This is an optimization exercise on Yosys and OpenROAD, whose aim is small area, a short achievable clock period and few clock cycles, not a production implementation. Function was not checked in any run shown here: the RTL went through the layout flow alone.

==> flow/design.v, too long to show whole: its modules and the start of the top module <==
// module csa_fa: 10 lines
// module csa_ha: 9 lines
// module complex_adder_subtractor: 18 lines
// module complex_multiplier: 908 lines
// module complex_mean_square: 81 lines
module complex_mean_square (
    input wire i_clk,
    input wire i_arst,
    input wire i_en,
    input wire [2:0] i_log2_samples,
    input wire        i_valid,
    input wire [31:0] i_y,
    input wire [31:0] i_y_hat,
    output reg        o_valid,
    output reg [63:0] o_data
);
  // ...
==> flow/run.sh <==
#!/bin/bash
# synth_recipe.tcl (not shown) runs the flow's synth.tcl, then flattens the netlist and writes it again
# the make line also repeats each setting of config.mk as NAME=value (left out here)
make -C /OpenROAD-flow-scripts/flow DESIGN_CONFIG=/design/flow/config.mk WORK_HOME=/design/flow/orfs CLKGATE_MAP_FILE= SYNTH_SCRIPT=/design/flow/synth_recipe.tcl finish
==> flow/config.mk <==
export PLATFORM = sky130hd
export DESIGN_NAME = complex_mean_square
export DESIGN_NICKNAME = complex_mean_square
export VERILOG_FILES = /design/flow/design.v
export SDC_FILE = /design/flow/constraint.sdc
export NUM_CORES = 4
export LEC_CHECK = 0
export CAP_MARGIN = 20
export CORE_MARGIN = 2
export CORE_UTILIZATION = 40
export SLEW_MARGIN = 20
export SYNTH_HIERARCHICAL = 1
export SYNTH_MINIMUM_KEEP_SIZE = 0
==> flow/constraint.sdc <==
create_clock -name core_clock -period 13.5 [get_ports {i_clk}]
set_input_delay 2.7000 -clock core_clock [delete_from_list [all_inputs] [get_ports {i_clk}]]
set_output_delay 2.7000 -clock core_clock [all_outputs]
set_load 0.01 [all_outputs]
==> impl_metrics.toml, run 1 <==
[status]
run_status = "timing/DRC/antenna clean"

[finish]
fin_cells = 3836
final_util_pct = 44.42
nNonClkInverters = 121
sh_seq_area_pct = 12.44
final-seq-area_um2 = 3638

[setup_path]
path_delay_family = "adder cells"
cpMostUsedCell = "fa_1"
rr_endpoint = "p2_r[63]$_DFF_P_"
crit_end = "p2_r[63]$_DFF_P_"

[min_path]
min_to = "last2_r$_DFF_PP0_"

[yosys]
synthTopCellsByArea = "fa_1, dfxtp_1, ha_1"
synth_xor_area_share_pct = 4.395
synth-simple-area-share_pct = 20.21
async_reset_ff_share_pct = 4.494
synth_mux_area_share_pct = 2.383
ys_seq_area_share_pct = 13.62

[timing]
fin_ws_ps = 7332
setup_viol = 0

[clock_network]
clk_latency_ps = 510
path_clk_slew_ps = 80

[floorplan]
start_util_pct = 40.50
rows = 94

[placement]
place.gp.congestion = 0.8911

[route]
routed-wl-met2_um = 33770
drt_iter0_drc = 1359

[grt]
met3_usage_pct = 3.539
globalRouteOverflowTotal = 0
==> module complex_mean_square, before the edit <==
module complex_mean_square (
    input wire i_clk,
    input wire i_arst,
    input wire i_en,
    input wire [2:0] i_log2_samples,
    input wire        i_valid,
    input wire [31:0] i_y,
    input wire [31:0] i_y_hat,
    output reg        o_valid,
    output reg [63:0] o_data
);
    reg        busy_r;       
    reg        skip_r;       
    reg        take_en_r;    
    reg  [6:0] cnt_r;        
    reg  [2:0] k_r;          
    reg        first1_r, last1_r, first2_r, last2_r;
    wire       start = ~busy_r & i_en;
    wire       take  = take_en_r & i_valid;
    wire [6:0] n_m1  = ~(7'h7f << k_r);
    wire       last  = take & (cnt_r == n_m1);
    always @(posedge i_clk or posedge i_arst) begin
        if (i_arst) begin
            busy_r    <= 1'b0;
            skip_r    <= 1'b0;
            take_en_r <= 1'b0;
            first1_r  <= 1'b0;
            last1_r   <= 1'b0;
            first2_r  <= 1'b0;
            last2_r   <= 1'b0;
            o_valid   <= 1'b0;
        end else begin
            if (start) begin
                busy_r <= 1'b1;
                skip_r <= 1'b1;
            end
            if (skip_r) begin
                skip_r    <= 1'b0;
                take_en_r <= 1'b1;
            end
            if (last)
                take_en_r <= 1'b0;
            first1_r <= take & (cnt_r == 7'd0);
            last1_r  <= last;
            first2_r <= first1_r;
            last2_r  <= last1_r;
            o_valid  <= last2_r;
            if (last2_r)
                busy_r <= 1'b0;
        end
    end
    always @(posedge i_clk) begin
        if (start) begin
            k_r   <= i_log2_samples;
            cnt_r <= 7'd0;
        end else if (take) begin
            cnt_r <= cnt_r + 7'd1;
        end
    end
    wire [15:0] diff_re = i_y[15:0]  - i_y_hat[15:0];
    wire [15:0] diff_im = i_y[31:16] - i_y_hat[31:16];
    wire [31:0] diff    = {diff_im, diff_re};
    reg [31:0] d1_r;
    always @(posedge i_clk)
        d1_r <= take ? diff : 32'd0;
    wire [63:0] sq;
    complex_multiplier cpow_calculator (
        .a(d1_r),
        .result(sq)
    );
    reg [63:0] p2_r;
    always @(posedge i_clk)
        p2_r <= sq;
    wire [31:0] sum_re = (first2_r ? 32'd0 : o_data[31:0])  + p2_r[31:0];
    wire [31:0] sum_im = (first2_r ? 32'd0 : o_data[63:32]) + p2_r[63:32];
    wire [2:0]  sh     = last2_r ? k_r : 3'd0;
    always @(posedge i_clk) begin
        o_data[31:0]  <= $signed(sum_re) >>> sh;
        o_data[63:32] <= $signed(sum_im) >>> sh;
    end
endmodule
==> inputs of run 2 (changes only) <==
--- a/flow/design.v
+++ b/flow/design.v
@@ -32,17 +32,17 @@
         end else begin
             result[WIDTH-1:WIDTH/2] = a[WIDTH-1:WIDTH/2] - b[WIDTH-1:WIDTH/2];
             result[WIDTH/2-1:0] = a[WIDTH/2-1:0] - b[WIDTH/2-1:0];
         end
     end
 endmodule
 module complex_multiplier (
     input  [31:0] a,
-    output [63:0] result
+    output [31:0] re_s, re_c, im_s, im_c
 );
     wire [15:0] x = a[15:0];
     wire [15:0] y = a[31:16];
     wire r_0 = ~(x[0] & x[11] ^ x[1] & x[10]);
     wire r_1 = x[0] & x[11] | x[1] & x[10];
     wire r_2 = ~(x[0] & x[12]);
     wire r_3 = ~(x[0] & x[13] ^ x[1] & x[12]);
     wire r_4 = x[0] & x[13] | x[1] & x[12];
@@ -935,18 +935,20 @@
     wire i_412, i_413;
     csa_fa i_fa192 (.a(i_308), .b(i_357), .c(i_358), .s(i_412), .co(i_413));
     wire i_414, i_415;
     csa_fa i_fa193 (.a(i_309), .b(i_360), .c(i_359), .s(i_414), .co(i_415));
     wire i_416, i_417;
     csa_fa i_fa194 (.a(i_311), .b(i_362), .c(i_361), .s(i_416), .co(i_417));
     wire i_418, i_419;
     csa_fa i_fa195 (.a(~(x[14] & y[15])), .b(~(x[15] & y[14])), .c(i_363), .s(i_418), .co(i_419));
-    assign result[31:0]  = {r_419, r_476, r_475, r_472, r_471, r_468, r_466, r_465, r_463, r_460, r_458, r_456, r_454, r_452, r_450, r_448, r_446, r_444, r_442, r_440, r_438, r_436, r_434, r_432, r_430, r_428, r_426, r_424, r_422, r_362, 1'b1, ~(y[0])} + {r_478, r_477, r_474, r_473, r_470, r_469, r_467, r_464, r_462, r_461, r_459, r_457, r_455, r_453, r_451, r_449, r_447, r_445, r_443, r_441, r_439, r_437, r_435, r_433, r_431, r_429, r_427, r_425, r_423, r_421, x[0], r_420};
-    assign result[63:32] = {x[15] & y[15], i_418, i_416, i_413, i_412, i_409, i_407, i_405, i_404, i_402, i_399, i_397, i_395, i_393, i_391, i_389, i_387, i_385, i_383, i_381, i_379, i_377, i_375, i_373, i_371, i_369, i_367, i_365, x[2] & y[0], x[0] & y[1], x[0] & y[0], 1'b0} + {i_419, i_417, i_415, i_414, i_411, i_410, i_408, i_406, i_403, i_401, i_400, i_398, i_396, i_394, i_392, i_390, i_388, i_386, i_384, i_382, i_380, i_378, i_376, i_374, i_372, i_370, i_368, i_366, i_364, x[1] & y[0], 1'b0, 1'b0};
+    assign re_s = {r_419, r_476, r_475, r_472, r_471, r_468, r_466, r_465, r_463, r_460, r_458, r_456, r_454, r_452, r_450, r_448, r_446, r_444, r_442, r_440, r_438, r_436, r_434, r_432, r_430, r_428, r_426, r_424, r_422, r_362, 1'b1, ~(y[0])};
+    assign re_c = {r_478, r_477, r_474, r_473, r_470, r_469, r_467, r_464, r_462, r_461, r_459, r_457, r_455, r_453, r_451, r_449, r_447, r_445, r_443, r_441, r_439, r_437, r_435, r_433, r_431, r_429, r_427, r_425, r_423, r_421, x[0], r_420};
+    assign im_s = {x[15] & y[15], i_418, i_416, i_413, i_412, i_409, i_407, i_405, i_404, i_402, i_399, i_397, i_395, i_393, i_391, i_389, i_387, i_385, i_383, i_381, i_379, i_377, i_375, i_373, i_371, i_369, i_367, i_365, x[2] & y[0], x[0] & y[1], x[0] & y[0], 1'b0};
+    assign im_c = {i_419, i_417, i_415, i_414, i_411, i_410, i_408, i_406, i_403, i_401, i_400, i_398, i_396, i_394, i_392, i_390, i_388, i_386, i_384, i_382, i_380, i_378, i_376, i_374, i_372, i_370, i_368, i_366, i_364, x[1] & y[0], 1'b0, 1'b0};
 endmodule
 module complex_mean_square (
     input wire i_clk,
     input wire i_arst,
     input wire i_en,
     input wire [2:0] i_log2_samples,
     input wire        i_valid,
     input wire [31:0] i_y,
@@ -1003,24 +1005,40 @@
         end
     end
     wire [15:0] diff_re = i_y[15:0]  - i_y_hat[15:0];
     wire [15:0] diff_im = i_y[31:16] - i_y_hat[31:16];
     wire [31:0] diff    = {diff_im, diff_re};
     reg [31:0] d1_r;
     always @(posedge i_clk)
         d1_r <= take ? diff : 32'd0;
-    wire [63:0] sq;
+    wire [31:0] re_s, re_c, im_s, im_c;
     complex_multiplier cpow_calculator (
         .a(d1_r),
-        .result(sq)
+        .re_s(re_s), .re_c(re_c), .im_s(im_s), .im_c(im_c)
     );
-    reg [63:0] p2_r;
-    always @(posedge i_clk)
-        p2_r <= sq;
-    wire [31:0] sum_re = (first2_r ? 32'd0 : o_data[31:0])  + p2_r[31:0];
-    wire [31:0] sum_im = (first2_r ? 32'd0 : o_data[63:32]) + p2_r[63:32];
+    reg [31:0] re_s2_r, re_c2_r, im_s2_r, im_c2_r;
+    always @(posedge i_clk) begin
+        re_s2_r <= re_s;
+        re_c2_r <= re_c;
+        im_s2_r <= im_s;
+        im_c2_r <= im_c;
+    end
+    wire [31:0] acc_re = first2_r ? 32'd0 : o_data[31:0];
+    wire [31:0] acc_im = first2_r ? 32'd0 : o_data[63:32];
+    wire [31:0] cs_re_s, cs_re_c, cs_im_s, cs_im_c;
+    genvar gi;
+    generate
+        for (gi = 0; gi < 32; gi = gi + 1) begin : g_csa
+            csa_fa fa_re (.a(acc_re[gi]), .b(re_s2_r[gi]), .c(re_c2_r[gi]),
+                          .s(cs_re_s[gi]), .co(cs_re_c[gi]));
+            csa_fa fa_im (.a(acc_im[gi]), .b(im_s2_r[gi]), .c(im_c2_r[gi]),
+                          .s(cs_im_s[gi]), .co(cs_im_c[gi]));
+        end
+    endgenerate
+    wire [31:0] sum_re = cs_re_s + {cs_re_c[30:0], 1'b0};
+    wire [31:0] sum_im = cs_im_s + {cs_im_c[30:0], 1'b0};
     wire [2:0]  sh     = last2_r ? k_r : 3'd0;
     always @(posedge i_clk) begin
         o_data[31:0]  <= $signed(sum_re) >>> sh;
         o_data[63:32] <= $signed(sum_im) >>> sh;
     end
 endmodule
==> impl_metrics.toml, run 2 <==
[yosys]
syn-cell-area_um2 = 26830
ys_seq_area_share_pct = 18.32
synth_edf_count = 3
synth_commonest_cells = "fa_1, and2_1, nand2_1"
yosysMostFrequentCell = "fa_1"
ys_types = 86
ys_ff_latch = 242
synth_top_area_cell = "fa_1"
synth_top_area_share_pct = 35.59
synthTopCellsByArea = "fa_1, dfxtp_1, and2_1"
synthCells = 2700
async_reset_ff_share_pct = 3.306
syn_area_per_cell_um2 = 9.937
synthFlopType = "dfxtp_1"
yosys_warnings = 7

[grt]
grt_pass1_vias = 20320
grt_pass1_wl_um = 110700
antenna_found_initial = 0
track_usage_pct = 19.98
globalRouteOverflowTotal = 0
grt_max_degree = 63

[timing]
period_share_pct = 38.04
timing.final.hold_violations = 0
setup_viol = 0
fin_tns_setup_ps = 0
period_needed_ps = 5135
finalMaxSlewViolations = 0
clock_skew_ps = 29.07
tightest_slew_ps = 897.2
holdWs_ps = 349.7
slew_headroom_pct = 40.19
max_freq_mhz = 194.7
rsz0062_at_grt = "false"

[status]
run_status = "timing/DRC/antenna clean"

[setup_path]
path_depth = 13
worstSetupPathType = "input port to register"
cpMostUsedCell = "o21ai_0"
worstPathArrival_ps = 5650
cp_num_buf_inv = 2
endpoint_kind = "register"
r2r_cells = 15
cp_slowest_cell = "or4b_2"
path_cells = "clkdlybuf4s50_1 -> inv_1 -> ha_1 -> nor2b_1 -> o21ai_0 -> a21boi_0 -> o21ai_0 -> a21oi_1 -> a41o_1 -> o41ai_1 -> o21a_1 -> or4b_2 -> nand3_1"
required_ps = 14020
path_delay_family = "compound AO/OA/AOI/OAI gates"
cp_max_fo = 3
startpoint_type = "input port"
slowest_delay_ps = 610

[clock_network]
cts_made_buffers = 30
clk_path_buf_depth = 3
h-tree-depth = 1
cts-root-buf = "clkbuf_16"
cts_tree = "yes"
cts_setup_buffers = 0
cts_sinks = 242
path_clk_slew_ps = 60
cts_resized = 0
clk_latency_ps = 600
cts_hold_repair.buffers = 0

[route]
first_pass_iters = 5
drc_errors = 0
via_per_inst = 5.377
drt_iter0_drc = 1314
routed_wl_um = 68220
postRouteAntennaNets = 0
wl_per_cell_um = 19.38
vias = 18920

[floorplan]
die_w_um = 263.0
start_util_pct = 40.59
rows = 94
die_area_um2 = 69160
coreArea_um2 = 66100
ios = 136
die_h_um = 263.0

[min_path]
hold_depth = 0
hp-class = "register to register"

[placement]
numPortBuffers = 135
hpwl_um = 49070
place.gp.congestion = 0.9293

[finish]
antenna_cells = 0
final-seq-area_um2 = 4920
largest_reg_flops = 64
final_common_cell = "fa_1"
nFillCells = 6309
areaGrowthSynthToFinish_pct = 8.170
nets = 3310
top_register = "o_data"
drive_gt1_share_pct = 5.198
mostFrequentLayoutCells = "fa_1, and2_1, nand2_1"
multi_input_area_um2 = 19970

[job]
maxCapViolCount = 0
-- run 2: cell types whose count changed in the layout (fill, tap and decap cells not counted), sizes merged, moves of 18 or more --
| cell | before | now |
|---|---|---|
| nor2 | 188 | 111 |
| o21ai | 129 | 94 |
| and2 | 309 | 344 |
| dfxtp | 167 | 231 |
| inv | 126 | 101 |
| ha | 193 | 130 |
| a21o | 70 | 28 |
| a21oi | 154 | 101 |
| xor2 | 54 | 28 |
| fa | 414 | 477 |
| nand2 | 341 | 323 |
| xnor2 | 79 | 48 |
| clkbuf | 20 | 41 |
-- run 2: cells by family (layout without fill, tap and decap cells) --
family,count (synthesis),after routing,share of synthesized area [%]
AND/OR/NAND/NOR,961,961,18.28
adder cells (fa/ha/maj),607,607,41.65
other,2,4,0.02799
AO/OA/AOI/OAI,359,359,8.884
multiplexers,78,78,3.031
XOR/XNOR,76,76,2.481
flip-flops,242,242,18.32
buffers and inverters,375,328,7.326
-- run 2: layer usage --
metal,share of wire [%],vias to the layer above,GRT usage [%]
li1,-,8505,-
met1,43,9623,26.44
met2,48,678,34.04
met3,5.8,114,2.610
met4,3.1,0,6.224
met5,0,-,0
-- run 2: worst paths after layout --
kind                       slack [ps]                from                   to
min in group asynchronous        2360              i_arst   busy_r$_DFFE_PP0P_
min reg2reg                       350   last1_r$_DFF_PP0_    last2_r$_DFF_PP0_
max                              8360         i_y_hat[17]  d1_r[31]$_SDFF_PN0_
min                               350   last1_r$_DFF_PP0_    last2_r$_DFF_PP0_
max in group asynchronous       10890              i_arst   first2_r$_DFF_PP0_
max reg2reg                      8460  first2_r$_DFF_PP0_   o_data[54]$_DFF_P_
-- run 2: final cells by class --
class	instances	area share (%)
Multi-Input combinational cell	2085	68.80
Sequential cell	242	16.95
Timing Repair Buffer	173	5.639
Tap cell	864	3.725
Clock buffer	41	2.936
Inverter	100	1.293
Clock inverter	14	0.6553
-- run 2: stage by stage --
| stage | cell area (um^2) | util (%) | setup WS, ps | std cells |
|---|---|---|---|---|
| floorplan | 26840 | - | 8629 | 2702 |
| global placement | 27980 | 42.33 | 7877 | 3464 |
| detailed placement | 27980 | 42.33 | 7785 | 3464 |
| CTS | 29020 | 43.91 | 8371 | 3519 |
| global route | 29020 | 43.91 | 8090 | 3519 |
| finish | 29020 | 43.91 | 8365 | 3519 |
-- run 2: modules after synthesis, one instance, submodules excluded --
module / flops+latches / times used / area (um^2)
complex_multiplier: 0 / 1 / 4383
complex_mean_square: 242 / 1 / 12650
csa_ha: 0 / 26 / 12.51
csa_fa: 0 / 473 / 20.02
-- run 2: worst register-to-register path, stage by stage, from the launching register on --
cell and delay (ps):
dfrtp_2 340, buf_4 390, buf_4 450, nor2b_1 170
fa_1 490, ha_1 390, a21oi_1 170, o21ai_0 180
a221oi_1 670, a211o_1 280, o2111ai_1 140, a21oi_1 200
xor2_1 300, nor2_1 60, o21ai_0 540, o21ai_0 150

==> re-timing with driven ports <==
How much do the figures lean on ideal ports? The routed layouts below were timed once more, with nothing changed but the port constraints.
Step 1, drivers: a clkbuf_16 drives i_clk and a buf_2 each remaining input, both assumed.
Step 2 times the ports against the registers' clock, not the clock port: input delays grow and output delays shrink by t, the midpoint of the rising clock arrivals with the driver on.
Three values: ideal ports, drivers, drivers and shift; two values: the first two.
run	shift t [ns]	slack for setup (ns)	worst setup path after step 2	slew at the worst register clock pin (ns)	cell pins on the clock port's net
run 1	0.565	7.332 / 7.332 / 7.332	register to register	0.08 / 0.08	1
run 2	0.645	8.365 / 8.404 / 7.759	input to register	0.07 / 0.07	1
After both steps setup and hold are still met in every run listed. For run 2, which loses most, drivers alone change the setup slack by +0.039 ns; drivers and shift together by -0.606 ns.
